Context: an optimization exercise on an open-source flow, tuned for small area. The choices shown serve that exercise and are no tape-out recipe.
Only simulation tests tie the RTL to the original design; equivalence was not proved.
Power and IR drop assume default switching activity.

$ cat flow/flow/run.sh
#!/bin/bash
# Layout flow: the standard synthesis, then an area-oriented re-mapping of the
# combinational logic only (every register instance is kept as synthesis made it),
# then the standard layout steps on the re-mapped netlist.
set -euo pipefail
W=$(pwd)
RES=$W/orfs/results/$FLOW_PLATFORM/i2c_core/base
PDK=$FLOW_HOME/platforms/$FLOW_PLATFORM
export LIB=$PDK/lib/sky130_fd_sc_hd__tt_025C_1v80.lib
YOSYS=$(command -v yosys || echo "$FLOW_HOME/../tools/install/yosys/bin/yosys")
export DONT_USE=$(sed -n '/DONT_USE_CELLS/,/^$/p' $PDK/config.mk | grep -o "sky130_fd_sc_hd__[A-Za-z0-9_]*" | sed 's/^/-dont_use /' | tr '\n' ' ')

# 1. standard synthesis
bash standard.sh synth > $W/synth.log 2>&1
cp $RES/1_2_yosys.v $W/std_synth.v

# 2. re-map the combinational logic for area, then prove it equal to the standard netlist
$YOSYS -c $W/flow/remap.tcl > $W/remap.log 2>&1
$YOSYS -c $W/flow/equiv.tcl > $W/equiv.log 2>&1
cp $W/remap.v $RES/1_2_yosys.v
touch $RES/1_2_yosys.v

# 3. standard layout from the re-mapped netlist
export CTS_ARGS="-sink_clustering_enable -repair_clock_nets -sink_clustering_size 24 -sink_clustering_max_diameter 60 -buf_list sky130_fd_sc_hd__clkbuf_16 -dont_use_dummy_load"
bash standard.sh > $W/layout.log 2>&1
$ cat flow/flow/equiv.tcl
yosys -import
read_liberty -ignore_miss_func $::env(LIB)
read_verilog std_synth.v
yosys rename $::env(FLOW_TOP) gold
read_verilog remap.v
yosys rename $::env(FLOW_TOP) gate
flatten gold gate
yosys rename -hide w:_*
async2sync
opt_clean
equiv_make gold gate eq
hierarchy -top eq
equiv_simple -seq 2
equiv_induct
equiv_status -assert
$ cat flow/flow/remap.tcl
yosys -import
read_liberty -ignore_miss_func $::env(LIB)
blackbox sky130_fd_sc_hd__df* sky130_fd_sc_hd__edf* sky130_fd_sc_hd__sdf* sky130_fd_sc_hd__dl*
read_verilog std_synth.v
hierarchy -top $::env(FLOW_TOP)
flatten
opt -fast
stat -liberty $::env(LIB)
abc -liberty $::env(LIB) {*}$::env(DONT_USE) -script "+strash;dch,-f;amap,-A,10,-F,5;topo;stime,-c"
opt_clean -purge
hilomap -singleton -hicell sky130_fd_sc_hd__conb_1 HI -locell sky130_fd_sc_hd__conb_1 LO
insbuf -buf sky130_fd_sc_hd__buf_4 A X
splitnets
opt_clean -purge
stat -liberty $::env(LIB)
write_verilog -noattr -nohex -nodec remap.v
$ cat flow/standard.sh
#!/bin/bash
# synth_recipe.tcl (not shown) runs the flow's synth.tcl, then flattens the netlist and writes it again
# the make line also repeats each setting of config.mk as NAME=value (left out here)
make -C /OpenROAD-flow-scripts/flow DESIGN_CONFIG=/design/flow/config.mk WORK_HOME=/design/flow/orfs CLKGATE_MAP_FILE= SYNTH_SCRIPT=/design/flow/synth_recipe.tcl "${@:-finish}"
$ cat flow/config.mk
export PLATFORM = sky130hd
export DESIGN_NAME = i2c_core
export DESIGN_NICKNAME = i2c_core
export VERILOG_FILES = /design/flow/design.v
export SDC_FILE = /design/flow/constraint.sdc
export NUM_CORES = 4
export LEC_CHECK = 0
export CAP_MARGIN = 20
export CORE_MARGIN = 2
export CORE_UTILIZATION = 70
export PLACE_DENSITY = 0.8
export SLEW_MARGIN = 20
$ cat flow/constraint.sdc
create_clock -name core_clock -period 10.0 [get_ports {pclk}]
set_input_delay 2.0000 -clock core_clock [delete_from_list [all_inputs] [get_ports {pclk}]]
set_output_delay 2.0000 -clock core_clock [all_outputs]
set_load 0.01 [all_outputs]
$ cat flow/design.v
module i2c_clock(
	apb_csel, pclk, prst_n, i_clock_en, i_clock_stop,
	i_clk
	);
input [1:0]apb_csel;
input pclk;
input prst_n;
input i_clock_en;
input i_clock_stop;
  output i_clk; 
wire ice_down;
wire ics_down;
wire ice_enable;
wire ics_enable;
wire clear;
wire pre_iclk;
wire [8:0]clock_rate;
reg [1:0] ice_counter;
reg [1:0] ics_counter;
reg [8:0]clock_counter;
reg i_clock_en_pre;
reg i_clock_stop_longer_edge_pre;
assign ice_down = i_clock_en_pre & (~i_clock_en);
assign ics_down = i_clock_stop_longer_edge_pre & (~i_clock_stop);
assign ice_enable = (ice_counter > 0); 
assign ics_enable = (ics_counter > 0);
assign clock_rate = apb_csel[1] ? (apb_csel[0] ? 15 : 125) : (apb_csel[0] ? 50 : 500);
assign pre_iclk = (clock_counter >= clock_rate/2);
assign clear = (clock_counter == clock_rate);
assign i_clk = (ics_enable | ~ice_enable | i_clock_en)?1'b1:pre_iclk;
always @(posedge pclk,negedge prst_n) 
begin
	if(~prst_n) 
	begin 
		i_clock_en_pre <= 1'b0;
		i_clock_stop_longer_edge_pre <= 1'b0;
	end
    else 
	begin 
        i_clock_en_pre <= i_clock_en;
        i_clock_stop_longer_edge_pre <= i_clock_stop;
	end
end
always @(posedge pclk, negedge prst_n)
begin
	if(~prst_n) ice_counter <= 2'b0;
	else 
	begin
	casex({ice_down, ics_down})
		2'b01: ice_counter <= 2'b00;
		2'b11: ice_counter <= 2'b00;
		2'b10: ice_counter <= ice_counter + 1'd1;
		2'b00: ice_counter <= ice_counter;
		default: ice_counter <= ice_counter;
	endcase
	end
end
always @(posedge pclk, negedge prst_n)
begin
	if(~prst_n) ics_counter <= 2'b0;
	else 
	begin
	case({ics_down, ice_down})
		2'b01: ics_counter <= 2'b00;
		2'b11: ics_counter <= 2'b00;
		2'b10: ics_counter <= ics_counter + 1'd1;
		2'b00: ics_counter <= ics_counter;
	default: ics_counter <= ics_counter;
	endcase
	end
end
always @(posedge pclk, negedge prst_n)
begin
	if (~prst_n) clock_counter <= 9'd0;
	else
	begin
		if ((~ice_enable)) 
			clock_counter <= 9'd0;
		else 
			clock_counter <= clock_counter + 9'd1; 
	end 
end
endmodule
module i2c_txff(
	txff_data,
	txff_txnf,
	txff_empty,
	pclk,
	prst_n,
	apb_ctx,
	i_txff_rd,
	apb_data,
	apb_txff_wr);
output [7:0] txff_data;
output txff_txnf;
output txff_empty;
input [7:0] apb_data;
input pclk;
input prst_n;
input apb_ctx;
input i_txff_rd;
input apb_txff_wr;
reg [4:0] txff_wptr, txff_rptr;
reg apb_ctx1;
reg dt_we_txfifo1, dt_we_txfifo2, dt_we_txfifo3;
reg dt_re_txfifo1, dt_re_txfifo2, dt_re_txfifo3;
wire apb_ctx_up   = apb_ctx & ~apb_ctx1;
wire fbit_comp    = txff_wptr[4] ^ txff_rptr[4];
wire equal        = (txff_wptr[3:0] == txff_rptr[3:0]);
wire txff_full    = fbit_comp & equal;
assign txff_empty = ~fbit_comp & equal;
assign txff_txnf  = ~txff_full;
wire dt_we_txfifo = ~txff_full & apb_txff_wr;
wire dt_re_txfifo = ~txff_empty & i_txff_rd;
wire mem_we       = dt_we_txfifo | dt_we_txfifo1;
wire [127:0] txff_memory;
genvar i;
generate
	for (i = 0; i < 16; i = i + 1) begin : g_ent
		reg [7:0] ent;
		always @(posedge pclk or negedge prst_n)
		begin
			if (~prst_n)
				ent <= 8'd0;
			else if (mem_we & (txff_wptr[3:0] == i))
				ent <= apb_data;
		end
		assign txff_memory[i*8 +: 8] = ent;
	end
endgenerate
assign txff_data = txff_memory[txff_rptr[3:0]*8 +: 8];
always @(posedge pclk or negedge prst_n)
begin
	if (~prst_n)
		txff_rptr <= 5'd0;
	else if (apb_ctx_up)
		txff_rptr <= 5'd0;
	else if (dt_re_txfifo3)
		txff_rptr <= txff_rptr + 5'd1;
end
always @(posedge pclk or negedge prst_n)
begin
	if (~prst_n)
		txff_wptr <= 5'd0;
	else if (apb_ctx_up)
		txff_wptr <= txff_rptr;
	else if (dt_we_txfifo3)
		txff_wptr <= txff_wptr + 5'd1;
end
always @(posedge pclk or negedge prst_n)
begin
	if (~prst_n) begin
		apb_ctx1 <= 1'b0;
		dt_we_txfifo1 <= 1'b0;
		dt_we_txfifo2 <= 1'b0;
		dt_we_txfifo3 <= 1'b0;
		dt_re_txfifo1 <= 1'b0;
		dt_re_txfifo2 <= 1'b0;
		dt_re_txfifo3 <= 1'b0;
	end
	else begin
		apb_ctx1 <= apb_ctx;
		dt_we_txfifo1 <= dt_we_txfifo;
		dt_we_txfifo2 <= dt_we_txfifo1;
		dt_we_txfifo3 <= dt_we_txfifo2;
		dt_re_txfifo1 <= dt_re_txfifo;
		dt_re_txfifo2 <= dt_re_txfifo1;
		dt_re_txfifo3 <= dt_re_txfifo2;
	end
end
endmodule
module i2c_rxff(
  rxff_data,
  rxff_rxne,
  rxff_ov,
  pclk,
  prst_n,
  apb_crx,
  i_rxff_wr,
  rxff_din,
  apb_rxff_rd);
output [7:0]rxff_data;
output rxff_rxne;
output reg rxff_ov;
input [7:0] rxff_din;
input   pclk;
input   prst_n;
input   apb_crx;
input   i_rxff_wr;
input   apb_rxff_rd;
wire  fbit_comp;
wire  equal;
wire dt_we_rxfifo, dt_re_rxfifo;
wire overflow_set;
wire rxff_full;
wire rxff_threshold;	
wire apb_crx_up;
reg [4:0]rxff_wptr,rxff_rptr;
reg [127:0]rxff_memory;
reg apb_crx1;
reg dt_we_rxfifo1;
reg dt_we_rxfifo2;
reg dt_we_rxfifo3;
assign dt_we_rxfifo = (~rxff_full)& i_rxff_wr;
assign dt_re_rxfifo = rxff_rxne & apb_rxff_rd;
assign overflow_set = rxff_full & i_rxff_wr;
assign rxff_data =  rxff_memory[rxff_rptr[3:0]*8 +: 8]; 
assign fbit_comp =  (rxff_wptr[4] ^rxff_rptr[4]);
assign equal = (rxff_wptr[3:0] - rxff_rptr[3:0])? 1'b1 : 1'b0; 
assign rxff_full = fbit_comp & equal;
assign rxff_rxne = (~fbit_comp & equal);
assign apb_crx_up = apb_crx & ~apb_crx1;
always @(posedge pclk or negedge prst_n) 
begin
	if(~prst_n)
        rxff_memory <= 128'd0;
	else if(dt_we_rxfifo | dt_we_rxfifo) 
        rxff_memory[rxff_wptr[3:0]*8 +: 8] <= rxff_din;
end
always @(posedge pclk or negedge prst_n) 
begin
    if(~prst_n) 
        rxff_rptr <= 5'd0;
	else if (apb_crx_up)
		rxff_rptr <= 5'd0;
	else begin
		if(dt_re_rxfifo) 
			rxff_rptr <= rxff_rptr + 5'd1;
        else 
			rxff_rptr <= rxff_rptr;
	end
end
always @(posedge pclk or negedge prst_n) 
begin
	if(~prst_n) 
		rxff_wptr <= 5'd0;
	else begin
	case ({apb_crx_up , dt_we_rxfifo3})
		2'b00:  rxff_wptr <= rxff_wptr;
		2'b01:  rxff_wptr <= rxff_wptr + 5'd1;
		2'b10:  rxff_wptr <= rxff_rptr;
		2'b11:  rxff_wptr <= rxff_rptr;          
	endcase
	end
end
always @(posedge pclk or negedge prst_n) 
begin
	if(~prst_n)
		rxff_ov <= 1'b0; 
	else begin
	case ({overflow_set , dt_we_rxfifo})
		2'b00:  rxff_ov <= rxff_ov;
		2'b01:  rxff_ov <= 1'b0;
		2'b10:  rxff_ov <= 1'b1;
		2'b11:  rxff_ov <= 1'b0;          
	endcase
    end
end    
always @(posedge pclk or negedge prst_n)
begin
	if(~prst_n) begin
	apb_crx1 <= 1'b0;
	dt_we_rxfifo1 <= 1'b0;
	dt_we_rxfifo2 <= 1'b0;
	dt_we_rxfifo3 <= 1'b0;
	end else begin
	apb_crx1 <= apb_crx; 
	dt_we_rxfifo1 <= dt_we_rxfifo;
	dt_we_rxfifo2 <= dt_we_rxfifo1;
	dt_we_rxfifo3 <= dt_we_rxfifo2;
	end
end
endmodule
module i2c_apb(
	prst_n		, pclk		, psel		, penable	, pwrite	, paddr		, pwdata, 
	rxff_data	, 	rxff_ov	, i_rx_busy	, i_tx_busy	, rxff_rxne	, txff_txnf	, i_mrs	,
    prdata	, apb_ctx	, apb_crx		, apb_ms		, apb_en, 
	apb_csel, apb_tadd	, apb_txff_wr	, apb_rxff_rd	, i2c_if,
	apb_add	, apb_rw	, apb_sp		, apb_rs		, apb_data
	);
input prst_n;
input pclk;
input psel;
input penable;
input pwrite;
input [7:0] paddr;
input [31:0] pwdata;
input [7:0] rxff_data;
input rxff_ov;
input i_rx_busy;
input i_tx_busy;
input rxff_rxne;
input txff_txnf;
input i_mrs;
output reg [31:0] prdata;
output apb_ctx;
output apb_crx;
output apb_ms;
output apb_en;
output reg [6:0] apb_add;
output apb_rw;
output apb_sp;
output apb_rs;
output reg [7:0] apb_data;
output [1:0]apb_csel;
output reg [6:0] apb_tadd;
output apb_txff_wr;
output apb_rxff_rd;
output i2c_if;
wire apb_oie;
wire apb_tie;
wire apb_rie; 
wire apb_busy;
wire i2c_tf;
wire i2c_rf;
wire i2c_of; 
wire i2c_te;
wire i2c_re; 
wire we;
wire read; 
wire result;
reg con_we;
reg se_we;
reg add_we;
reg com_we;
reg dt_we;
reg ie_we;
reg cd_we;
reg tadd_we;
reg [6:0] apb_con;
reg [1:0] apb_se;
reg [2:0] apb_com;
reg [2:0] apb_ie;
reg [1:0] apb_clk;
assign apb_ctx =  apb_con[0];
assign apb_crx = apb_con[1];
assign apb_ms =  apb_con[2];
assign apb_en = apb_se[0];
assign apb_busy = i_tx_busy | i_rx_busy;
assign apb_rw = apb_com[0];
assign apb_sp = apb_com[1];
assign apb_rs = apb_com[2];
assign apb_csel = apb_clk;
assign apb_rie = apb_ie[1];
assign apb_tie = apb_ie[1];
assign apb_oie = apb_ie[0];
assign apb_txff_wr = dt_we & txff_txnf;
assign read = psel & penable &(~pwrite);
assign result = (paddr[7:0]==8'h2C);
assign apb_rxff_rd =read & result;
assign i2c_te = txff_txnf;
assign i2c_re = rxff_rxne;
assign i2c_tf = apb_tie & i2c_te;
assign i2c_rf = apb_rie & i2c_re;
assign i2c_of = apb_oie & rxff_ov; 
assign i2c_if = i2c_tf | i2c_rf | i2c_of;	   
assign we= psel & pwrite & penable;
always @(*) 
begin
	case(paddr[7:0])
	8'h1C:begin
		con_we= we;
		se_we = 1'b0;
		add_we = 1'b0;
		com_we = 1'b0;
		dt_we = 1'b0;
		ie_we = 1'b0;
		cd_we = 1'b0;
		tadd_we = 1'b0;
	end
	8'h20: begin
		con_we= 1'b0;
		se_we = we;
		add_we = 1'b0;
		com_we = 1'b0;
		dt_we = 1'b0;
		ie_we = 1'b0;
		cd_we = 1'b0;
		tadd_we = 1'b0;
	end
	8'h24: begin
		con_we= 1'b0;
		se_we = 1'b0;
		add_we = we;
		com_we = 1'b0;
		dt_we = 1'b0;
		ie_we = 1'b0;
		cd_we = 1'b0;
		tadd_we = 1'b0;    
	end
	8'h28: begin 
		con_we= 1'b0;
		se_we = 1'b0;
		add_we = 1'b0;
		com_we = we;
		dt_we = 1'b0;
		ie_we = 1'b0;
		cd_we = 1'b0;
		tadd_we = 1'b0;
	end
	8'h2C: begin
		con_we= 1'b0;
		se_we = 1'b0;
		add_we = 1'b0;
		com_we = 1'b0;
		dt_we = we;
		ie_we = 1'b0;
		cd_we = 1'b0;
		tadd_we = 1'b0;
	end
	8'h30: begin
		con_we= 1'b0;
		se_we = 1'b0;
		add_we = 1'b0;
		com_we = 1'b0;
		dt_we = 1'b0;
		ie_we = we;
		cd_we = 1'b0;
		tadd_we = 1'b0;
	end
	8'h3C: begin
		con_we= 1'b0;
		se_we = 1'b0;
		add_we = 1'b0;
		com_we = 1'b0;
		dt_we = 1'b0;
		ie_we = 1'b0;
		cd_we = we;
		tadd_we = 1'b0;
	end
	8'h40: begin
		con_we= 1'b0;
		se_we = 1'b0;
		add_we = 1'b0;
		com_we = 1'b0;
		dt_we = 1'b0;
		ie_we = 1'b0;
		cd_we = 1'b0;
		tadd_we = we;
	end
	default:begin
		con_we= 1'b0;
		se_we = 1'b0;
		add_we = 1'b0;
		com_we = 1'b0;
		dt_we = 1'b0;
		ie_we = 1'b0;
		cd_we = 1'b0;
		tadd_we = 1'b0;
	end
    endcase
end
always @(posedge pclk,negedge prst_n) 
begin
    if(~prst_n) 
		apb_con<= 3'd0;
    else if(con_we) 
		apb_con<= pwdata[2:0];
end
always @(posedge pclk,negedge prst_n) 
begin
    if(~prst_n) 
		apb_se<= 2'd0;
    else if(se_we) 
		apb_se<= pwdata[1:0];
end
always @(posedge pclk,negedge prst_n) 
begin
    if(~prst_n) 
		apb_add<= 7'd0;
    else if(add_we) 
		apb_add<= pwdata[6:0];
end
always @(posedge pclk,negedge prst_n) 
begin
    if(~prst_n) 
		apb_com<= 3'd0;
    else if (i_mrs)
		apb_com[2] <= 1'b0;
	else if(com_we) 
		apb_com<= pwdata[2:0];
end
always @(posedge pclk,negedge prst_n) 
begin
	if(~prst_n)
		apb_data<= 8'd0;
	else if(dt_we) 
		apb_data<= pwdata[7:0];
end
always @(posedge pclk,negedge prst_n) 
begin
    if(~prst_n) 
		apb_ie<= 3'd0;
    else if(ie_we) 
		apb_ie<= pwdata[2:0];
end
always @(posedge pclk,negedge prst_n) 
begin
    if(~prst_n) 
		apb_clk<= 2'd0;
    else if(cd_we) 
		apb_clk<= pwdata[1:0];
end
always @(posedge pclk,negedge prst_n) 
begin
    if(~prst_n) 
		apb_tadd<= 7'd0;
    else if(tadd_we) 
		apb_tadd<= pwdata[6:0];
end
always @(*) 
begin
	casez(paddr[7:0])
		8'h1C:prdata={25'd0,apb_con[6:0]};
		8'h20:prdata={27'd0,apb_busy,rxff_rxne,txff_txnf,apb_se[1:0]};
		8'h24:prdata={25'd0,apb_add[6:0]};
		8'h28:prdata={29'd0,apb_com[2:0]};
		8'h2C:prdata={24'd0,rxff_data[7:0]};
		8'h30:prdata={29'd0,apb_ie[2:0]};
		8'h34:prdata={29'd0,i2c_re,i2c_te,rxff_ov};
		8'h38:prdata={29'd0,i2c_tf,i2c_rf,i2c_of};
		8'h3C:prdata={25'd0,apb_clk[1:0]};
		8'h40:prdata={25'd0,apb_tadd[6:0]};
		default: prdata = 32'd0;
    endcase
end
endmodule  
module i2c_interface(
	pclk, prst_n, i_clk, txff_data, apb_en, apb_ms, apb_sp,
	apb_rs, apb_rw,	apb_add, apb_tadd, apb_csel, rxff_ov,txff_empty,
	i_rx_busy, i_tx_busy, i_txff_rd, i_rxff_wr, rxff_din,
	i_clock_en, i_clock_stop, i_mrs, scl_o, scl_oe, sda_o, sda_oe, scl_i, sda_i
	);
parameter
	M_IDLE      = 3'b000,
	M_FIRSTBYTE = 3'b001,
	M_RECEIVE   = 3'b010,
	M_TRANSMIT  = 3'b011,
	S_IDLE      = 3'b100,
	S_FIRSTBYTE = 3'b101,
	S_RECEIVE   = 3'b110,
	S_TRANSMIT  = 3'b111;
input pclk;
input prst_n;
input i_clk;
input [7:0] txff_data;
input apb_en;
input apb_ms;
input apb_sp;
input apb_rs;
input apb_rw;
input [1:0] apb_csel;
input [6:0] apb_add;
input [6:0] apb_tadd;
input rxff_ov;
input txff_empty;
output i_rx_busy;
output i_tx_busy;
output i_txff_rd;
output i_rxff_wr;
output [7:0] rxff_din;
output i_clock_en;
output i_mrs;
output i_clock_stop;
output sda_o;
output sda_oe;
output scl_o;
output scl_oe;
input sda_i;
input scl_i;
wire sda = sda_i;
wire scl = scl_i;
reg [3:0] bc_down;
reg [3:0] bc_up;
reg [15:0] m_start_count;
reg [15:0] rs_count;
reg [7:0] rx_shift_data;
reg [8:0] tx_shift_data;
reg [2:0] cur_state;
reg [2:0] next_state;
reg [7:0] byte_count;
reg [10:0] ics_counter;    
reg [10:0] s_scl_counter;
reg [10:0] s_cd;
reg [10:0] bcd9_counter;
reg [4:0] ics_enable;
reg [7:0] s_init_value;
reg scl1, sda1, mrs2, mrs3, apb_ms1, apb_ms2, apb_ms3, m_stop1;
reg mrs_one1, mrs_one2, mrs_three1, mrs_three2;
reg s_r1, s_w1, m_r1, m_w1;
wire scl_down = ~scl & scl1;
wire scl_up   = scl & ~scl1;
wire sda_down = ~sda & sda1;
wire sda_up   = sda & ~sda1;
wire bcd0 = (bc_down == 4'd0);
wire bcd9 = bc_down[3] & bc_down[0];
wire bcd8 = bc_down[3] & ~bc_down[0];
wire bcd_gt2 = bc_down[3] | bc_down[2] | (bc_down[1] & bc_down[0]);
wire bcu0 = (bc_up == 4'd0);
wire bcu9 = bc_up[3] & bc_up[0];
wire bcu8 = bc_up[3] & ~bc_up[0];
wire bcu6 = bc_up[2] & bc_up[1] & ~bc_up[0];
wire apb_ms_down = ~apb_ms & apb_ms3;
wire apb_ms_up   = apb_ms & ~apb_ms3;
wire m_fsm_receive   = (cur_state == M_RECEIVE);
wire m_fsm_firstbyte = (cur_state == M_FIRSTBYTE);
wire m_fsm_transmit  = (cur_state == M_TRANSMIT);
wire s_fsm_idle      = (cur_state == S_IDLE);
wire s_fsm_receive   = (cur_state == S_RECEIVE);
wire s_fsm_firstbyte = (cur_state == S_FIRSTBYTE);
wire s_fsm_transmit  = (cur_state == S_TRANSMIT);
wire bytec0 = (byte_count == 8'd0);
wire bytec1 = (byte_count == 8'd1);
wire c0 = ~apb_csel[1] & ~apb_csel[0];
wire c1 = ~apb_csel[1] &  apb_csel[0];
wire c2 =  apb_csel[1] & ~apb_csel[0];
wire c3 =  apb_csel[1] &  apb_csel[0];
wire [10:0] ic = ics_counter;
wire ics_nz  = |ic;
wire ics_one = ics_nz & (c0 & (ic < 500) | c1 & (ic < 50) | c2 & (ic < 125) | c3 & (ic < 15));
wire ics_two = ics_nz & (c0 & (ic < 1000) | c1 & (ic < 100) | c2 & (ic < 250) | c3 & (ic < 30));
wire ics_three = ics_nz & (c0 & (ic < 1500) | c1 & (ic < 150) | c2 & (ic < 375) | c3 & (ic < 45));
wire ics_eq1 = c0 & (ic == 500) | c1 & (ic == 50) | c2 & (ic == 125) | c3 & (ic == 15);
wire ics_clr = c0 & (ic == 1500) | c1 & (ic == 150) | c2 & (ic == 375) | c3 & (ic == 45);
wire rs_hi0 = ~|rs_count[15:11];
wire [10:0] rc = rs_count[10:0];
wire rs_nz = |rs_count;
wire mrs_one   = rs_nz & rs_hi0 & (c0 & (rc < 500) | c1 & (rc < 50) | c2 & (rc < 125) | c3 & (rc < 15));
wire mrs_two   = rs_nz & rs_hi0 & (c0 & (rc < 1000) | c1 & (rc < 100) | c2 & (rc < 250) | c3 & (rc < 30));
wire mrs_three = rs_nz & rs_hi0 & (c0 & (rc <= 1500) | c1 & (rc <= 150) | c2 & (rc <= 375) | c3 & (rc <= 45));
wire rs_clr    = rs_hi0 & (c0 & (rc == 1504) | c1 & (rc == 154) | c2 & (rc == 379) | c3 & (rc == 49));
wire mrs_one_down   = ~mrs_one & mrs_one2;
wire mrs_three_down = ~mrs_three & mrs_three2;
wire ms_hi0 = ~|m_start_count[15:11];
wire [10:0] mc = m_start_count[10:0];
wire start_complete = ms_hi0 & (c0 & (mc == 1000) | c1 & (mc == 100) | c2 & (mc == 250) | c3 & (mc == 30));
wire ms_lo = |m_start_count & ms_hi0 & (c0 & (mc <= 500) | c1 & (mc <= 50) | c2 & (mc <= 125) | c3 & (mc <= 15));
wire s_start = scl & sda_down & ~apb_ms;
wire s_stop  = scl & sda_up & ~apb_ms;
assign i_rxff_wr = (m_fsm_receive | s_fsm_receive) & bcu8 & scl_down;
assign i_txff_rd = ~txff_empty & (((s_fsm_firstbyte & rx_shift_data[0]) | s_fsm_transmit |
			((m_fsm_transmit | m_fsm_firstbyte) & ~apb_rw)) & scl_up & bcd8);
wire ack_edge = scl_up & bcd0;
wire m_ack_ok = ack_edge ? (~(~sda & (m_fsm_transmit | m_fsm_firstbyte)) & ~m_fsm_receive) : 1'b1;
wire s_ack_ok = s_fsm_transmit & ack_edge & ~sda;
wire m_r = apb_rw & ~m_ack_ok;
wire m_w = ~apb_rw & ~m_ack_ok;
wire s_right_addr = ~bytec0 & s_fsm_firstbyte & (rx_shift_data[7:1] == apb_add[6:0]);
wire s_r = s_right_addr & bcu9 & ~rx_shift_data[0];
wire s_w = s_right_addr & bcu9 & rx_shift_data[0];
wire m_tx_shift_en = scl_down & (m_fsm_firstbyte | m_fsm_transmit) & ~bcu8;
wire m_rx_shift_en = scl_up & m_fsm_receive & ~(bcd0 | bcd9);
wire s_tx_shift_en = scl_down & (s_fsm_firstbyte | s_fsm_transmit) & ~bcu8;
wire s_rx_shift_en = scl_up & (s_fsm_firstbyte | s_fsm_receive) & ~bcu8;
always @(posedge pclk or negedge prst_n)
begin
	if (~prst_n)
		s_init_value <= 8'd0;
	else if (bcu6)
		s_init_value <= txff_data[7:0];
end
wire [7:0] m_init_value = (m_fsm_firstbyte & bytec0) ? {apb_tadd[6:0], apb_rw} : txff_data[7:0];
wire m_stop    = apb_ms & ~apb_sp & bcd0 & ~bytec0;
wire m_stop_up = m_stop & ~m_stop1;
wire ics_en    = m_stop_up | (m_ack_ok & ack_edge & (m_fsm_firstbyte | m_fsm_transmit));
wire m_rs_interval = apb_rs & bcd0;
wire m_restart     = m_rs_interval & ~mrs3;
assign i_mrs       = mrs_three_down;
assign i_tx_busy = (cur_state == S_TRANSMIT) | (~cur_state[2] & cur_state[0]);
assign i_rx_busy = (cur_state[2] & (cur_state[1] ^ cur_state[0])) | m_fsm_receive;
assign i_clock_en   = ms_lo | (mrs_three & ~mrs_two);
assign i_clock_stop = apb_ms & ics_eq1 | mrs_one_down;
wire s_rs_detect   = (bcd9_counter > s_cd);
wire [11:0] s_cd54 = {1'b0, s_cd} + {3'b0, s_cd[10:2]};
wire s_stop_detect = ~apb_ms & ({1'b0, bcd9_counter} == s_cd54);
wire ack_return = ics_one | (((bcd0 | bcd9) & ~s_rs_detect & (s_fsm_firstbyte | s_fsm_receive |
			(apb_sp & m_fsm_receive & ~bytec1))) | ((s_fsm_transmit | s_fsm_receive) & bytec1));
wire s_firstbyte_to_idle = ack_edge & (~s_right_addr | s_ack_ok);
assign rxff_din = rx_shift_data[7:0];
wire m_hiz = apb_ms & ((m_fsm_receive & (~(bcd0 | bcd9) | (bcu0 & bytec1))) |
			((m_fsm_firstbyte | m_fsm_transmit) & (bcd0 | bcd9)) | mrs_one_down);
wire s_hiz = ~apb_ms & (s_rs_detect | s_fsm_idle | ((s_fsm_receive | s_fsm_firstbyte) & (~(bcd0 | bcd9) | bytec0)) |
			(s_fsm_transmit & (bcd0 | bcd9 | bytec1)));
wire hiz = m_hiz | s_hiz;
wire zero = (ack_return & ~rxff_ov) | ((i_clock_en | (~ics_one & ics_two) | (mrs_one | mrs_three_down)) & apb_ms);
wire one  = (apb_ms & ics_three & ~ics_two) | (ack_return & rxff_ov) | (apb_ms & mrs_two & ~mrs_one);
assign scl_oe = apb_ms | ~prst_n | rxff_ov;
assign scl_o  = apb_ms ? i_clk : ~prst_n;
assign sda_oe = one | zero | ~hiz;
assign sda_o  = one ? 1'b1 : (zero ? 1'b0 : tx_shift_data[8]);
always @(posedge pclk or negedge prst_n)
begin
	if (~prst_n) cur_state <= M_IDLE;
	else if (~apb_en) cur_state <= apb_ms ? M_IDLE : S_IDLE;
	else if (apb_ms_up) cur_state <= M_IDLE;
	else if (apb_ms_down) cur_state <= S_IDLE;
	else cur_state <= next_state;
end
always @(*)
begin
	case (cur_state)
		M_IDLE:
			if (apb_sp) next_state = M_FIRSTBYTE;
			else next_state = cur_state;
		M_FIRSTBYTE:
			if (m_w1) next_state = M_TRANSMIT;
			else if (m_r1) next_state = M_RECEIVE;
			else if (ack_edge & m_ack_ok) next_state = M_IDLE;
			else next_state = cur_state;
		M_TRANSMIT:
			if (ics_enable[4] | i_clock_stop) next_state = M_IDLE;
			else next_state = cur_state;
		M_RECEIVE:
			if (m_stop | i_clock_stop) next_state = M_IDLE;
			else next_state = cur_state;
		S_IDLE:
			if (s_start) next_state = S_FIRSTBYTE;
			else next_state = cur_state;
		S_FIRSTBYTE:
			if (s_w1) next_state = S_TRANSMIT;
			else if (s_r1) next_state = S_RECEIVE;
			else if (s_firstbyte_to_idle) next_state = S_IDLE;
			else next_state = cur_state;
		S_TRANSMIT:
			if (s_start) next_state = S_FIRSTBYTE;
			else if ((~s_ack_ok & ack_edge) | s_stop) next_state = S_IDLE;
			else next_state = cur_state;
		default:  
			if (s_stop) next_state = S_IDLE;
			else if (s_start) next_state = S_FIRSTBYTE;
			else next_state = cur_state;
	endcase
end
always @(posedge pclk or negedge prst_n)
begin
	if (~prst_n) bc_up <= 4'b0;
	else if (bcu9) bc_up <= 4'b0;
	else if (scl_up) bc_up <= bc_up + 4'd1;
end
always @(posedge pclk or negedge prst_n)
begin
	if (~prst_n) bc_down <= 4'b0;
	else if (bcd9) bc_down <= 4'b0;
	else if (scl_down) bc_down <= bc_down + 4'd1;
end
always @(posedge pclk or negedge prst_n)
begin
	if (~prst_n) byte_count <= 8'b0;
	else if (ics_en | m_restart | s_start) byte_count <= 8'b0;
	else if (bcu0 & scl_down) byte_count <= byte_count + 8'd1;
end
always @(posedge pclk or negedge prst_n)
begin
	if (~prst_n) s_scl_counter <= 11'b0;
	else if (scl_up) s_scl_counter <= 11'b0;
	else s_scl_counter <= s_scl_counter + 11'd1;
end
always @(posedge pclk or negedge prst_n)
begin
	if (~prst_n) s_cd <= 11'b0;
	else if (scl_up) s_cd <= s_scl_counter;
end
always @(posedge pclk or negedge prst_n)
begin
	if (~prst_n) m_start_count <= 16'b0;
	else if (~start_complete) m_start_count <= apb_sp ? m_start_count + 16'd1 : 16'b0;
end
always @(posedge pclk or negedge prst_n)
begin
	if (~prst_n) rs_count <= 16'b0;
	else if (m_restart) rs_count <= 16'b0;
	else if (~(rs_clr | (~apb_rs & bcd_gt2))) rs_count <= rs_count + 16'd1;
end
always @(posedge pclk or negedge prst_n)
begin
	if (~prst_n) bcd9_counter <= 11'b0;
	else if (scl_down) bcd9_counter <= 11'b0;
	else if (~s_stop_detect) bcd9_counter <= bcd9_counter + 11'd1;
end
always @(posedge pclk or negedge prst_n)
begin
	if (~prst_n) ics_counter <= 11'b0;
	else if (ics_en) ics_counter <= 11'b0;
	else if (~((ics_clr | apb_sp) & ~bytec0) & ~(ics_counter[10] & ics_counter[9]))
		ics_counter <= ics_counter + 11'd1;
end
always @(posedge pclk or negedge prst_n)
begin
	if (~prst_n) rx_shift_data <= 8'd0;
	else if (m_rx_shift_en | s_rx_shift_en) rx_shift_data <= {rx_shift_data[6:0], sda};
end
always @(posedge pclk or negedge prst_n)
begin
	if (~prst_n)
		tx_shift_data <= {9{1'b1}};
	else if (apb_ms) begin
		if (m_tx_shift_en)
			tx_shift_data <= {tx_shift_data[7:0], 1'b1};
		else if (bcd9 | (m_fsm_firstbyte & bytec0) | m_restart)
			tx_shift_data <= {1'b1, m_init_value};
	end
	else begin
		if (bcu9)
			tx_shift_data <= {1'b0, s_init_value};
		else if (s_tx_shift_en)
			tx_shift_data <= {tx_shift_data[7:0], 1'b1};
	end
end
always @(posedge pclk)
begin
	if (~prst_n) begin
		scl1 <= 1'b0;
		sda1 <= 1'b0;
		m_stop1 <= 1'b0;
		mrs2 <= 1'b0;
		mrs3 <= 1'b0;
		apb_ms1 <= 1'b0;
		apb_ms2 <= 1'b0;
		apb_ms3 <= 1'b0;
		ics_enable <= 5'b0;
		mrs_one1 <= 1'b0;
		mrs_one2 <= 1'b0;
		mrs_three1 <= 1'b0;
		mrs_three2 <= 1'b0;
		s_r1 <= 1'b0;
		s_w1 <= 1'b0;
		m_r1 <= 1'b0;
		m_w1 <= 1'b0;
	end
	else begin
		scl1 <= scl;
		sda1 <= sda;
		m_stop1 <= m_stop;
		mrs2 <= m_rs_interval;
		mrs3 <= mrs2;
		apb_ms1 <= apb_ms;
		apb_ms2 <= apb_ms1;
		apb_ms3 <= apb_ms2;
		ics_enable <= {ics_enable[3:0], i_clock_stop};
		mrs_one1 <= mrs_one;
		mrs_one2 <= mrs_one1;
		mrs_three1 <= mrs_three;
		mrs_three2 <= mrs_three1;
		s_r1 <= s_r;
		s_w1 <= s_w;
		m_r1 <= m_r;
		m_w1 <= m_w;
	end
end
endmodule
module i2c_core ( 
   prdata, i2c_if,
   sda_o, sda_oe, scl_o, scl_oe, sda_i, scl_i,
   pwrite, pwdata, psel, prst_n, penable, pclk, paddr
   );
input [7:0]		paddr;			 
input			pclk;			 
input			penable;		 
input			prst_n;			 
input			psel;			 
input [31:0]		pwdata;			 
input			pwrite;			 
output			i2c_if;			 
output [31:0]		prdata;			 
output sda_o, sda_oe, scl_o, scl_oe;
input sda_i, scl_i;
wire [6:0]		apb_add;		 
wire			apb_crx;		 
wire [1:0]		apb_csel;		 
wire			apb_ctx;		 
wire [7:0]		apb_data;		 
wire			apb_en;			 
wire			apb_ms;			 
wire			apb_rs;			 
wire			apb_rw;			 
wire			apb_rxff_rd;		 
wire			apb_sp;			 
wire [6:0]		apb_tadd;		 
wire			apb_txff_wr;		 
wire			i_clk;			 
wire			i_clock_en;		 
wire			i_clock_stop;		 
wire			i_mrs;			 
wire			i_rx_busy;		 
wire			i_rxff_wr;		 
wire			i_tx_busy;		 
wire			i_txff_rd;		 
wire [7:0]		rxff_data;		 
wire [7:0]		rxff_din;		 
wire			rxff_ov;		 
wire			rxff_rxne;		 
wire [7:0]		txff_data;		 
wire			txff_empty;		 
wire			txff_txnf;		 
i2c_interface 	ii( 
		   .i_rx_busy		(i_rx_busy),
		   .i_tx_busy		(i_tx_busy),
		   .i_txff_rd		(i_txff_rd),
		   .i_rxff_wr		(i_rxff_wr),
		   .rxff_din		(rxff_din[7:0]),
		   .i_clock_en		(i_clock_en),
		   .i_mrs		(i_mrs),
		   .i_clock_stop	(i_clock_stop),
		   .sda_o		(sda_o),
		   .sda_oe		(sda_oe),
		   .scl_o		(scl_o),
		   .scl_oe		(scl_oe),
		   .sda_i		(sda_i),
		   .scl_i		(scl_i),
		   .pclk		(pclk),
		   .prst_n		(prst_n),
		   .i_clk		(i_clk),
		   .txff_data		(txff_data[7:0]),
		   .apb_en		(apb_en),
		   .apb_ms		(apb_ms),
		   .apb_sp		(apb_sp),
		   .apb_rs		(apb_rs),
		   .apb_rw		(apb_rw),
		   .apb_csel		(apb_csel[1:0]),
		   .apb_add		(apb_add[6:0]),
		   .apb_tadd		(apb_tadd[6:0]),
		   .rxff_ov		(rxff_ov),
		   .txff_empty		(txff_empty));
i2c_apb			ia( 
			   .prdata		(prdata[31:0]),
			   .apb_ctx		(apb_ctx),
			   .apb_crx		(apb_crx),
			   .apb_ms		(apb_ms),
			   .apb_en		(apb_en),
			   .apb_add		(apb_add[6:0]),
			   .apb_rw		(apb_rw),
			   .apb_sp		(apb_sp),
			   .apb_rs		(apb_rs),
			   .apb_data		(apb_data[7:0]),
			   .apb_csel		(apb_csel[1:0]),
			   .apb_tadd		(apb_tadd[6:0]),
			   .apb_txff_wr		(apb_txff_wr),
			   .apb_rxff_rd		(apb_rxff_rd),
			   .i2c_if		(i2c_if),
			   .prst_n		(prst_n),
			   .pclk		(pclk),
			   .psel		(psel),
			   .penable		(penable),
			   .pwrite		(pwrite),
			   .paddr		(paddr[7:0]),
			   .pwdata		(pwdata[31:0]),
			   .rxff_data		(rxff_data[7:0]),
			   .rxff_ov		(rxff_ov),
			   .i_rx_busy		(i_rx_busy),
			   .i_tx_busy		(i_tx_busy),
			   .rxff_rxne		(rxff_rxne),
			   .txff_txnf		(txff_txnf),
			   .i_mrs		(i_mrs));
i2c_rxff		ir( 
			   .rxff_data		(rxff_data[7:0]),
			   .rxff_rxne		(rxff_rxne),
			   .rxff_ov		(rxff_ov),
			   .rxff_din		(rxff_din[7:0]),
			   .pclk		(pclk),
			   .prst_n		(prst_n),
			   .apb_crx		(apb_crx),
			   .i_rxff_wr		(i_rxff_wr),
			   .apb_rxff_rd		(apb_rxff_rd));
i2c_txff		it( 
			   .txff_data		(txff_data[7:0]),
			   .txff_txnf		(txff_txnf),
			   .txff_empty		(txff_empty),
			   .apb_data		(apb_data[7:0]),
			   .pclk		(pclk),
			   .prst_n		(prst_n),
			   .apb_ctx		(apb_ctx),
			   .i_txff_rd		(i_txff_rd),
			   .apb_txff_wr		(apb_txff_wr));
i2c_clock		ic( 
			   .i_clk		(i_clk),
			   .apb_csel		(apb_csel[1:0]),
			   .pclk		(pclk),
			   .prst_n		(prst_n),
			   .i_clock_en		(i_clock_en),
			   .i_clock_stop	(i_clock_stop));
endmodule  
==> results of run 1 <==
how the worst max path moves through the flow:
stage                     slack, ns  cells after the start                         from                              to
after floorplan                4.10                      6  ir.rxff_rptr[0]$_DFFE_PN0P_                       prdata[4]
after global placement         2.92                      7                     paddr[7]                       prdata[3]
after detailed placement       2.70                     13                     paddr[7]  it.g_ent[5].ent[1]$_DFFE_PN0P_
after CTS                      2.89                      7                     paddr[7]                       prdata[3]
after global routing           2.63                      7                     paddr[7]                       prdata[3]
final                          2.69                      7                     paddr[7]                       prdata[3]
where the power goes:
group	switching, mW	leakage (nW)	internal [mW]
logic	0.785	3.17	0.396
clock network	0.649	0.456	0.655
registers	0.182	6.23	2.11
total	1.61	9.86	3.16
worst max-delay path, stage by stage:
cell             delay [ns]
clkdlybuf4s50_1        0.48
or2_0                  0.28
or3_1                  0.42
nor2_1                 0.55
clkinv_1               0.33
o21ai_0                0.58
clkdlybuf4s50_1        0.66
metal layers:
metal / global-route usage (%) / wire, um / vias to the layer above / share of wire, %
met2: 60.12 / 28850 / 1039 / 47
met4: 17.16 / 2891 / 2 / 4.7
met3: 6.438 / 5292 / 220 / 8.7
li1: - / - / 8907 / -
met1: 50.17 / 24100 / 9644 / 39
met5: 0 / 13 / - / 0.021
area by class of cell:
| cell class | instances | share of cell area (%) |
|---|---|---|
| Sequential cell | 479 | 49.55 |
| Multi-Input combinational cell | 1614 | 38.39 |
| Inverter | 252 | 3.940 |
| Clock buffer | 37 | 3.857 |
| Timing Repair Buffer | 57 | 2.168 |
| Tap cell | 402 | 2.095 |
state kept, by name, summed over array words and instances (netlist names), 4 cells and up:
name / flops
ir.rxff_memory: 128
it.g_ent.ent: 128
ii.m_start_count: 16
ii.rs_count: 16
ii.bcd9_counter: 11
ii.ics_counter: 11
ii.s_cd: 11
ii.s_scl_counter: 11
ic.clock_counter: 9
ii.tx_shift_data: 9
ia.apb_data: 8
ii.byte_count: 8
ii.rx_shift_data: 8
ii.s_init_value: 8
ia.apb_add: 7
ia.apb_tadd: 7
ii.ics_enable: 5
ir.rxff_rptr: 5
ir.rxff_wptr: 5
it.txff_rptr: 5
it.txff_wptr: 5
ii.bc_down: 4
ii.bc_up: 4
==> run notes, run 1 <==
outcome=timing/DRC/antenna clean; DRC viols=0; # rows=65; RSZ-0062 raised after global routing=no; diode count=0; largest net degree at the start of global routing=about 110; reg2reg start=ii.rs_count[7]$_DFFE_PN0P_; CORE AREA=between 30000 and 40000 um2; Avg Inst Size Synth=between 9 and 10 um2; CP Data Required Time=8.00 ns; worst skew pair latency=0.55 ns; Yosys warning count=5; Initial Utilization=between 70% and 80%; P&R area growth vs syn=8.420%; synthesized cell area=between 20000 and 25000 um2; PnR worst setup slack=between 2 and 3 ns; cts hold-fix bufs=0; die area=about 33000 um2; Worst Reg-to-Reg Cells=34; commonest cells after routing, fill and taps aside=dfrtp_1 (448), nor2_1 (421), clkinv_1 (250); area of the multi-input gates=roughly 9200 um2; # clock sinks=roughly 480; placed standard-cell area=approximately 23000 um2; Max Slew Vio Count=0; max_slew headroom=26.17%; Startpoint Class=input port; PortBufs=35; Post CTS Setup Buffer Count=0; final hold slack=0.3529 ns; vias in the first global route=between 15000 and 20000; post-route ant nets=0; H-tree depth=2; CP Max Fanout=6; GRT Util Overall=a little under two fifths; drt pass-1 iters=7; hold crit path type=flip-flop to flip-flop; final core utilization=between 70% and 80%; CTS tree=built; Hold Vio Cnt, Final=0; dpl ws=2.698 ns; Design Power=about 4.8 mW; Synth Instances=~2300; Final Cell Area=roughly 24000 um2; LEAKAGE=approximately 9.9 nW; Filler Cell Count=2150; CTS Buf Count=37; Die Ht=~180 um; RR Endpoint=ii.rs_count[15]$_DFFE_PN0P_; Setup Skew=0.04296 ns; wire per inst=21.53 um; WHS Path Cells=0; Finished Layout Cells=approximately 2800; Max IR drop VDD=0.1784 mV; RePlAce Congestion=slightly below 1; Root Buffer=clkbuf_16; Arrival @ worst endpoint=5.31 ns; power density cells=just under 200 nW/um2; initial DRC count=2204; total grt overflow=0; Worst Setup End Kind=output port; part of the cycle the worst path needs=about three quarters; commonest non-fill, non-tap cell in the layout=dfrtp_1; Hold EP=ir.dt_we_rxfifo3$_DFF_PN0_; crit path time final=about 7.3 ns; clock slew at reported path FFs=around 0.050 ns; IO Pins=84; total number of vias=around 20000; Setup CP Type=input port to output port; reg2reg setup slack=4.93 ns; Setup-failing EPs final=0; nets@finish=between 2000 and 2500; first-pass GRT wire length=approximately 100000 um; dpl cells=2802; Die Span X=181.9 um; hold_sp=ir.dt_we_rxfifo2$_DFF_PN0_; max cap viols=0; post-CTS sizing=0; fraction of layout cells with a size suffix above 1=around 3.1%; Worst Tran Pin Value=around 1.1 ns; total wire length after detailed routing=slightly above 60000 um; initial antenna violation count=1; Max clock buf depth=3; FMAX=between 100 and 150 MHz; Sequential cell area=about 12000 um2; Vias/cell=approximately 7; HPWL Detailed=between 40000 and 50000 um; final setup TNS=0 ns
==> run 2: changes to the inputs <==
--- a/flow/flow/run.sh
+++ b/flow/flow/run.sh
@@ -21,5 +21,6 @@
 touch $RES/1_2_yosys.v
 
 # 3. standard layout from the re-mapped netlist
-export CTS_ARGS="-sink_clustering_enable -repair_clock_nets -sink_clustering_size 24 -sink_clustering_max_diameter 60 -buf_list sky130_fd_sc_hd__clkbuf_16 -dont_use_dummy_load"
+export CTS_ARGS="-sink_clustering_enable -repair_clock_nets -sink_clustering_size 30 -sink_clustering_max_diameter 80 -buf_list sky130_fd_sc_hd__clkbuf_16 -dont_use_dummy_load"
+export BUFFER_PORTS_ARGS="-buffer_cell sky130_fd_sc_hd__buf_1"
 bash standard.sh > $W/layout.log 2>&1
==> run 2 against run 1 <==
  * Worst hold slack improved by 0.012 ns
  * Non-clock buffer count unchanged
  * Register-to-register slack about the same
  * Sequential share of layout area up 1.1 points
  * Cell count shrank 0.42%
  * Routed wire length shrank 0.45%
  * Sequential cell count unchanged
  * Maximum frequency up 14%
  * Synthesized cell count is the same
  * Clock power down 23%
  * Critical path type is now input port to flip-flop
  * Critical endpoint is now it.g_ent[13].ent[7]$_DFFE_PN0P_
==> run notes, run 2 <==
outcome=timing/DRC/antenna clean; Avg Inst Size Synth=9.438 um2 (unchanged); # rows=65 (unchanged); final setup TNS=0 ns (unchanged); Post CTS Setup Buffer Count=0 (unchanged); total grt overflow=0 (unchanged); PnR worst setup slack=3.560 ns (+0.8741 ns); Vias/cell=6.936 (-0.54%); PortBufs=35 (unchanged); Regs by FF count=ir.rxff_memory: 128 flops, it.g_ent.ent: 128 flops; power density cells=190.1 nW/um2 (-4.4%); post-CTS sizing=0 (unchanged); Hold Vio Cnt, Final=0 (unchanged); Max IR drop VDD=0.1580 mV (-11%); Setup CP Type=input port to flip-flop; placed standard-cell area=22840 um2 (-0.92%); M3 GR Usage=5.235% (-1.2 points); initial DRC count=2504 (+14%); Arrival @ worst endpoint=6.91 ns (+1.60 ns); Final Cell Area=23460 um2 (-2.3%); initial antenna violation count=3 (+2); CTS Buf Count=23 (-38%); drt pass-1 iters=6 (-1); post-route ant nets=0 (unchanged); Die Span X=181.9 um (unchanged); M1 GR Usage=50.73% (+0.56 points); Die Ht=181.9 um (unchanged); H-tree depth=1 (-1); nets@finish=2474 (-0.56%); max_slew headroom=27.68% (+1.5 points); Yosys warning count=5 (unchanged); GRT Util Overall=37.06% (-0.25 points); # clock sinks=479 (unchanged); Max clock buf depth=3 (unchanged); cts hold-fix bufs=0 (unchanged); part of the cycle the worst path needs=64.40% (-8.7 points); GR Util met2=59.75% (-0.37 points); CP Cell Sequence=buf_1, or2_0, or3_1, nor2_1, clkinv_1, nor2_1, clkinv_1, nor2_1, nor2_1, or3_1, nor2_1, clkinv_1, o22a_1; LEAKAGE=9.593 nW (-2.7%); Synth Instances=2346 (unchanged); Setup Skew=0.05777 ns (+0.01481 ns); max cap viols=0 (unchanged); RSZ-0062 raised after global routing=no; synthesized cell area=22140 um2 (unchanged); largest net degree at the start of global routing=91 (-17%); Worst Setup End Kind=flip-flop; Buffers & Inverters on Critical Path=4 (+1); CP dominant cell by count=nor2_1; total wire length after detailed routing=60880 um (-0.45%); CP Data Required Time=10.47 ns (+2.47 ns); Filler Cell Count=2209 (+2.7%); RePlAce Congestion=0.9648 (-2.3%); global routing's busiest layer=met2; slowest CP cell=nor2_1; CP peak stage delay=0.68 ns (+0.02 ns); Root Buffer=clkbuf_16; first-pass GRT wire length=98370 um (-0.64%); Startpoint Class=input port; clock slew at reported path FFs=0.11 ns (+0.06 ns); P&R area growth vs syn=5.967%; crit path time final=6.440 ns (-0.8741 ns); CORE AREA=31310 um2 (unchanged); die area=33070 um2 (unchanged); worst skew pair latency=0.57 ns (+0.02 ns); HPWL Detailed=41480 um (+0.53%); Initial Utilization=70.71% (unchanged); total number of vias=19620 (-0.96%); fraction of layout cells with a size suffix above 1=2.598% (-0.48 points); cell family with most CP delay=simple AND/OR/NAND/NOR gates; CTS tree=built; Setup-failing EPs final=0 (unchanged); wire per inst=21.52 um (about the same); FMAX=155.3 MHz (+14%); commonest cells after routing, fill and taps aside=dfrtp_1 (448), nor2_1 (420), clkinv_1 (251); DRC viols=0 (unchanged); hold crit path type=flip-flop to flip-flop; commonest non-fill, non-tap cell in the layout=dfrtp_1; IO Pins=84 (unchanged); CP Max Fanout=12 (+6); vias in the first global route=18760 (-2.6%); dpl ws=3.199 ns (+0.5006 ns); Max Slew Vio Count=0 (unchanged); Worst Tran Pin Value=1.081 ns (-0.02244 ns)
run 2: cell type report:
cell class	instances	area, um2	area share (%)
multi-input cells	1614	9231	39.35
repair buffers	57	307.8	1.312
flip-flops and latches	479	11890	50.69
diodes	2	5.005	0.02133
well taps	402	503.0	2.144
inverters	252	945.9	4.032
clock buffers	23	575.6	2.453
run 2: report_power, final:
group | switching, mW | internal (mW) | leakage (nW) | total (mW)
registers | 0.181 | 2.11 | 6.23 | 2.29
logic | 0.793 | 0.378 | 3.08 | 1.17
clock network | 0.590 | 0.412 | 0.283 | 1.00
total | 1.56 | 2.90 | 9.59 | 4.46
run 2: per-layer routing:
layer / wire [um] / up-vias
met3: 5290 / 229
met5: 13 / -
met4: 3134 / 2
met2: 28470 / 1113
met1: 23970 / 9413
li1: - / 8864
run 2: metrics by stage:
step | total power, mW | util, % | std cells | hold slack (ns)
floorplan | 3.042 | - | 2369 | 0.3312
global placement | 3.414 | 72.96 | 2803 | 0.3344
detailed placement | 3.441 | 72.96 | 2803 | 0.3396
CTS | 4.422 | 74.80 | 2826 | 0.3658
global route | 4.661 | 74.92 | 2827 | 0.3702
finish | 4.459 | 74.93 | 2829 | 0.3650
run 2: final timing paths:
| path | startpoint | to | slack, ns | depth (start not counted) |
|---|---|---|---|---|
| min reg2reg | ir.dt_we_rxfifo1$_DFF_PN0_ | ir.dt_we_rxfifo2$_DFF_PN0_ | 0.37 | 0 |
| min in group asynchronous | prst_n | ii.s_cd[10]$_DFFE_PN0P_ | 1.52 | 1 |
| max in group asynchronous | prst_n | ir.rxff_memory[39]$_DFFE_PN0P_ | 5.66 | 4 |
| min | ir.dt_we_rxfifo1$_DFF_PN0_ | ir.dt_we_rxfifo2$_DFF_PN0_ | 0.37 | 0 |
| max | paddr[7] | it.g_ent[13].ent[7]$_DFFE_PN0P_ | 3.56 | 13 |
| max reg2reg | ia.apb_clk[0]$_DFFE_PN0P_ | ii.rs_count[15]$_DFFE_PN0P_ | 4.93 | 35 |
==> run 3: changes to the inputs <==
--- a/flow/design.v
+++ b/flow/design.v
@@ -671,8 +671,11 @@
 assign i_clock_en   = ms_lo | (mrs_three & ~mrs_two);
 assign i_clock_stop = apb_ms & ics_eq1 | mrs_one_down;
 wire s_rs_detect   = (bcd9_counter > s_cd);
-wire [11:0] s_cd54 = {1'b0, s_cd} + {3'b0, s_cd[10:2]};
-wire s_stop_detect = ~apb_ms & ({1'b0, bcd9_counter} == s_cd54);
+wire [11:0] sx = {1'b0, s_cd};
+wire [11:0] sy = {3'b0, s_cd[10:2]};
+wire [11:0] sz = {1'b0, bcd9_counter};
+wire [11:0] sc = (sx & sy) | ((sx | sy) & ~sz);
+wire s_stop_detect = ~apb_ms & ((sx ^ sy ^ sz) == {sc[10:0], 1'b0});
 wire ack_return = ics_one | (((bcd0 | bcd9) & ~s_rs_detect & (s_fsm_firstbyte | s_fsm_receive |
 			(apb_sp & m_fsm_receive & ~bytec1))) | ((s_fsm_transmit | s_fsm_receive) & bytec1));
 wire s_firstbyte_to_idle = ack_edge & (~s_right_addr | s_ack_ok);
==> flow/flow/run.sh (replaced) <==
#!/bin/bash
# Layout flow: the standard synthesis, then an area-oriented re-mapping of the
# combinational logic only (every register instance is kept as synthesis made it),
# then the standard layout steps on the re-mapped netlist, with a smaller clock
# tree and smaller port buffers.
set -euo pipefail
W=$(pwd)
RES=$W/orfs/results/$FLOW_PLATFORM/i2c_core/base
PDK=$FLOW_HOME/platforms/$FLOW_PLATFORM
export LIB=$PDK/lib/sky130_fd_sc_hd__tt_025C_1v80.lib
YOSYS=$(command -v yosys || echo "$FLOW_HOME/../tools/install/yosys/bin/yosys")
export DONT_USE=$(sed -n '/DONT_USE_CELLS/,/^$/p' $PDK/config.mk | grep -o "sky130_fd_sc_hd__[A-Za-z0-9_]*" | sed 's/^/-dont_use /' | tr '\n' ' ')

# 1. standard synthesis
bash standard.sh synth > $W/synth.log 2>&1
cp $RES/1_2_yosys.v $W/std_synth.v

# 2. re-map the combinational logic for area with a few ABC scripts, keep the smallest,
#    then prove it equal to the standard netlist
best=""; best_area=""
for n in 1 2 3; do
  case $n in
    1) export ABC_SCRIPT="+strash;dch,-f;amap,-A,10,-F,5;topo;stime,-c" ;;
    2) export ABC_SCRIPT="+strash;dch,-f;amap,-A,10,-F,5;strash;dch,-f;amap,-A,10,-F,5;topo;stime,-c" ;;
    3) export ABC_SCRIPT="+strash;dch;amap,-A,10,-F,5;topo;stime,-c" ;;
  esac
  export REMAP_OUT=remap_$n.v
  $YOSYS -c $W/flow/remap.tcl > $W/remap_$n.log 2>&1
  a=$(grep "Chip area for module" $W/remap_$n.log | tail -1 | awk '{print $NF}')
  echo "script $n area $a" >> $W/remap_choice.log
  if [[ -z "$best" ]] || awk "BEGIN{exit !($a < $best_area)}"; then best=$n; best_area=$a; fi
done
echo "chosen $best" >> $W/remap_choice.log
cp $W/remap_$best.v $W/remap.v
$YOSYS -c $W/flow/equiv.tcl > $W/equiv.log 2>&1
cp $W/remap.v $RES/1_2_yosys.v
touch $RES/1_2_yosys.v

# 3. standard layout from the re-mapped netlist
export CTS_ARGS="-sink_clustering_enable -repair_clock_nets -sink_clustering_size 10 -sink_clustering_max_diameter 40 -buf_list sky130_fd_sc_hd__clkbuf_4 -dont_use_dummy_load"
export BUFFER_PORTS_ARGS="-buffer_cell sky130_fd_sc_hd__buf_1"
bash standard.sh > $W/layout.log 2>&1
==> flow/flow/remap.tcl (replaced) <==
yosys -import
read_liberty -ignore_miss_func $::env(LIB)
blackbox sky130_fd_sc_hd__df* sky130_fd_sc_hd__edf* sky130_fd_sc_hd__sdf* sky130_fd_sc_hd__dl*
read_verilog std_synth.v
hierarchy -top $::env(FLOW_TOP)
flatten
opt -fast
stat -liberty $::env(LIB)
abc -liberty $::env(LIB) {*}$::env(DONT_USE) -script $::env(ABC_SCRIPT)
opt_clean -purge
hilomap -singleton -hicell sky130_fd_sc_hd__conb_1 HI -locell sky130_fd_sc_hd__conb_1 LO
insbuf -buf sky130_fd_sc_hd__buf_4 A X
splitnets
opt_clean -purge
stat -liberty $::env(LIB)
write_verilog -noattr -nohex -nodec $::env(REMAP_OUT)
==> flow/config.mk (replaced) <==
export PLATFORM = sky130hd
export DESIGN_NAME = i2c_core
export DESIGN_NICKNAME = i2c_core
export VERILOG_FILES = /design/flow/design.v
export SDC_FILE = /design/flow/constraint.sdc
export NUM_CORES = 4
export LEC_CHECK = 0
export CAP_MARGIN = 0
export CORE_MARGIN = 2
export CORE_UTILIZATION = 65
export PLACE_DENSITY = 0.75
export SLEW_MARGIN = 0
==> run 3 against run 2 <==
  * Core utilization shrank 5.5 points
  * Via count shrank 0.72%
  * Total power shrank 12%
  * Combinational power shrank 31%
  * Die area grew 6.7%
  * First-iteration DRC count shrank 6.3%
  * Cell area shrank 1.2%
  * Clock power shrank 12%
  * Still clean
==> run notes, run 3 <==
IO Pins=84 (unchanged); post-CTS sizing=0 (unchanged); final hold slack=0.3107 ns (-0.05434 ns); Die Ht=187.8 um (+3.3%); Hold Vio Cnt, Final=0 (unchanged); Die Span X=187.8 um (+3.3%); CTS Buf Count=59 (+160%); power density cells=169.5 nW/um2 (-11%); Vias/cell=6.469 (-6.7%); CP Max Fanout=8 (-4); area of the multi-input gates=8775 um2 (-4.9%); final setup TNS=0 ns (unchanged); Worst Tran Pin Value=1.233 ns (+0.1518 ns); CTS tree=built; Buffers & Inverters on Critical Path=3 (-1); Sequential cell area=11890 um2 (unchanged); nets@finish=2611 (+5.5%); initial antenna violation count=1 (-2); # clock sinks=479 (unchanged); Max Slew Vio Count=0 (unchanged); Setup CP Type=flip-flop to output port; Setup Skew=0.08070 ns (+0.02292 ns); logic gate share of total power=20.4% (-5.9 points); Int Power=2.620 mW (-9.5%); Max clock buf depth=3 (unchanged); DRC viols=0 (unchanged); max cap viols=0 (unchanged); cell family with most CP delay=simple AND/OR/NAND/NOR gates; total wire length after detailed routing=59570 um (-2.1%); post-route ant nets=0 (unchanged); Post CTS Setup Buffer Count=0 (unchanged); P&R area growth vs syn=5.538%; total number of vias=19480 (-0.72%); Arrival @ worst endpoint=4.71 ns (-2.20 ns); crit path time final=6.706 ns (+0.2660 ns); Setup-failing EPs final=0 (unchanged); drt pass-1 iters=6 (unchanged); fraction of layout cells with a size suffix above 1=3.630% (+1.0 points); CORE AREA=33360 um2 (+6.6%); PnR worst setup slack=3.294 ns (-0.2660 ns); RSZ-0062 raised after global routing=no; sw frac=33.31% (-1.7 points); H-tree depth=2 (+1); largest net degree at the start of global routing=189 (+110%); Worst Setup End Kind=output port; vias in the first global route=18950 (+1.0%); GRT Util Overall=34.52% (-2.5 points); Regs by FF count=ir.rxff_memory: 128 flops, it.g_ent.ent: 128 flops; LEAKAGE=9.318 nW (-2.9%); synthesized cell area=21960 um2 (-0.81%); CP Data Required Time=8.00 ns (-2.47 ns); slowest CP cell=dfrtp_1; Avg Inst Size Synth=8.960 um2 (-5.1%); dpl ws=3.250 ns (+0.05072 ns); clock power share=22.5% (about the same); Root Buffer=clkbuf_4; CP Cell Sequence=clkinv_1, nor2_1, clkinv_1, nor2_1, o21ai_0, o22a_1, o221ai_1, o32ai_1, or4_1, nor3_1, a22oi_1, buf_1; HPWL Detailed=40570 um (-2.2%); first-pass GRT wire length=97540 um (-0.84%); Yosys warning count=5 (unchanged); part of the cycle the worst path needs=67.06% (+2.7 points); RePlAce Congestion=0.9510 (-1.4%); worst skew pair latency=0.87 ns (+0.30 ns); cts hold-fix bufs=0 (unchanged); clock slew at reported path FFs=0.10 ns (about the same); FMAX=149.1 MHz (-4.0%); Synth Instances=2451 (+4.5%); Initial Utilization=65.82% (-4.9 points); commonest cells after routing, fill and taps aside=dfrtp_1 (448), nor2_1 (326), clkinv_1 (325); total grt overflow=0 (unchanged); PortBufs=35 (unchanged); die area=35270 um2 (+6.7%); Max IR drop VDD=0.1197 mV (-24%); commonest non-fill, non-tap cell in the layout=dfrtp_1; max_slew headroom=17.52% (-10 points); hold crit path type=flip-flop to flip-flop; initial DRC count=2347 (-6.3%); final core utilization=69.47% (-5.5 points); # rows=67 (+3.1%); wire per inst=19.78 um (-8.1%); Startpoint Class=flip-flop; outcome=timing/DRC/antenna clean; CP peak stage delay=0.61 ns (-0.07 ns); Filler Cell Count=2708 (+23%); Switching Power=1.308 mW (-16%); Flop pwr share=57.1% (+5.8 points)
[run 3: cell count changes in the layout (fill, tap and decap cells not counted), moves of 37 or more]
cell | before | now
nand2_1 | 91 | 264
o21ai_0 | 111 | 281
o22a_1 | 145 | 23
o22ai_1 | 92 | 214
nor2_1 | 420 | 326
a21oi_1 | 198 | 117
clkinv_1 | 251 | 325
o221ai_1 | 74 | 6
clkbuf_4 | 1 | 60
nand3_1 | 59 | 22
[run 3: metrics by stage]
| stage | instances | instance area (um2) | power [mW] |
|---|---|---|---|
| floorplan | 2474 | 22050 | 2.805 |
| global placement | 2951 | 22730 | 3.056 |
| detailed placement | 2951 | 22730 | 3.064 |
| CTS | 3010 | 23170 | 3.928 |
| global route | 3011 | 23180 | 4.138 |
| finish | 3011 | 23180 | 3.928 |
[run 3: path summary, 6_finish.rpt]
kind                            slack, ns                        from                     endpoint  cells past startpoint
worst max-delay path                 3.29   ia.apb_clk[0]$_DFFE_PN0P_                       sda_oe                     12
worst max register to register       4.98   ia.apb_clk[0]$_DFFE_PN0P_  ii.rs_count[15]$_DFFE_PN0P_                     31
worst min-delay path                 0.31  it.dt_we_txfifo2$_DFF_PN0_   it.dt_we_txfifo3$_DFF_PN0_                      0
max in group asynchronous            6.29                      prst_n  ir.rxff_rptr[0]$_DFFE_PN0P_                      3
min in group asynchronous            1.21                      prst_n  it.txff_wptr[2]$_DFFE_PN0P_                      1
worst min register to register       0.31  it.dt_we_txfifo2$_DFF_PN0_   it.dt_we_txfifo3$_DFF_PN0_                      0
[run 3: power by group through the flow]
stage / sequential (mW) / clock (mW) / combinational [mW]
3_5_place_dp: 2.27 / 0 / 0.792
6_report: 2.24 / 0.883 / 0.802
5_1_grt: 2.26 / 0.971 / 0.904
2_1_floorplan: 2.23 / 0 / 0.576
4_1_cts: 2.24 / 0.896 / 0.795
3_3_place_gp: 2.27 / 0 / 0.784
[run 3: cell type report]
type	instances	area share (%)
sequential	479	51.32
multi-input combinational	1646	37.86
inverter	325	5.263
tap	448	2.418
clock buffer	59	1.911
timing repair buffer	53	1.220
antenna	1	0.01080
[run 3: metal layers]
metal | GRT usage, % | vias to the layer above | wire (um)
met5 | 0 | - | 0
met4 | 13.08 | 0 | 1766
met3 | 5.634 | 142 | 5371
met2 | 53.38 | 928 | 27020
met1 | 49.68 | 9381 | 25420
li1 | - | 9028 | -

==> port drivers added, routing unchanged <==
How much do the figures lean on ideal ports? The routed layouts below were timed once more, with nothing changed but the port constraints.
Step 1 assumes that a clkbuf_16 drives the clock port and a buf_2 every other input.
Step 2 adds t to the input delays and takes it off the output delays; t is the mean of the earliest and latest rising clock arrival at the registers after step 1. Input paths then give back, and output paths get back, about the clock's delay inside the block.
Slacks: ideal ports / drivers / drivers and shift; pairs: ideal ports / drivers.
run	t, ns	setup slack, ns	pins driven straight from the clock port
run 1	0.578	2.685 / 2.664 / 2.549	1
run 2	0.599	3.560 / 3.561 / 2.991	1
run 3	0.887	3.294 / 3.240 / 3.005	1
After both steps every run listed still meets setup and hold. The setup slack of run 2, which loses most, moves by +0.001 ns with the drivers and by -0.569 ns with both steps.
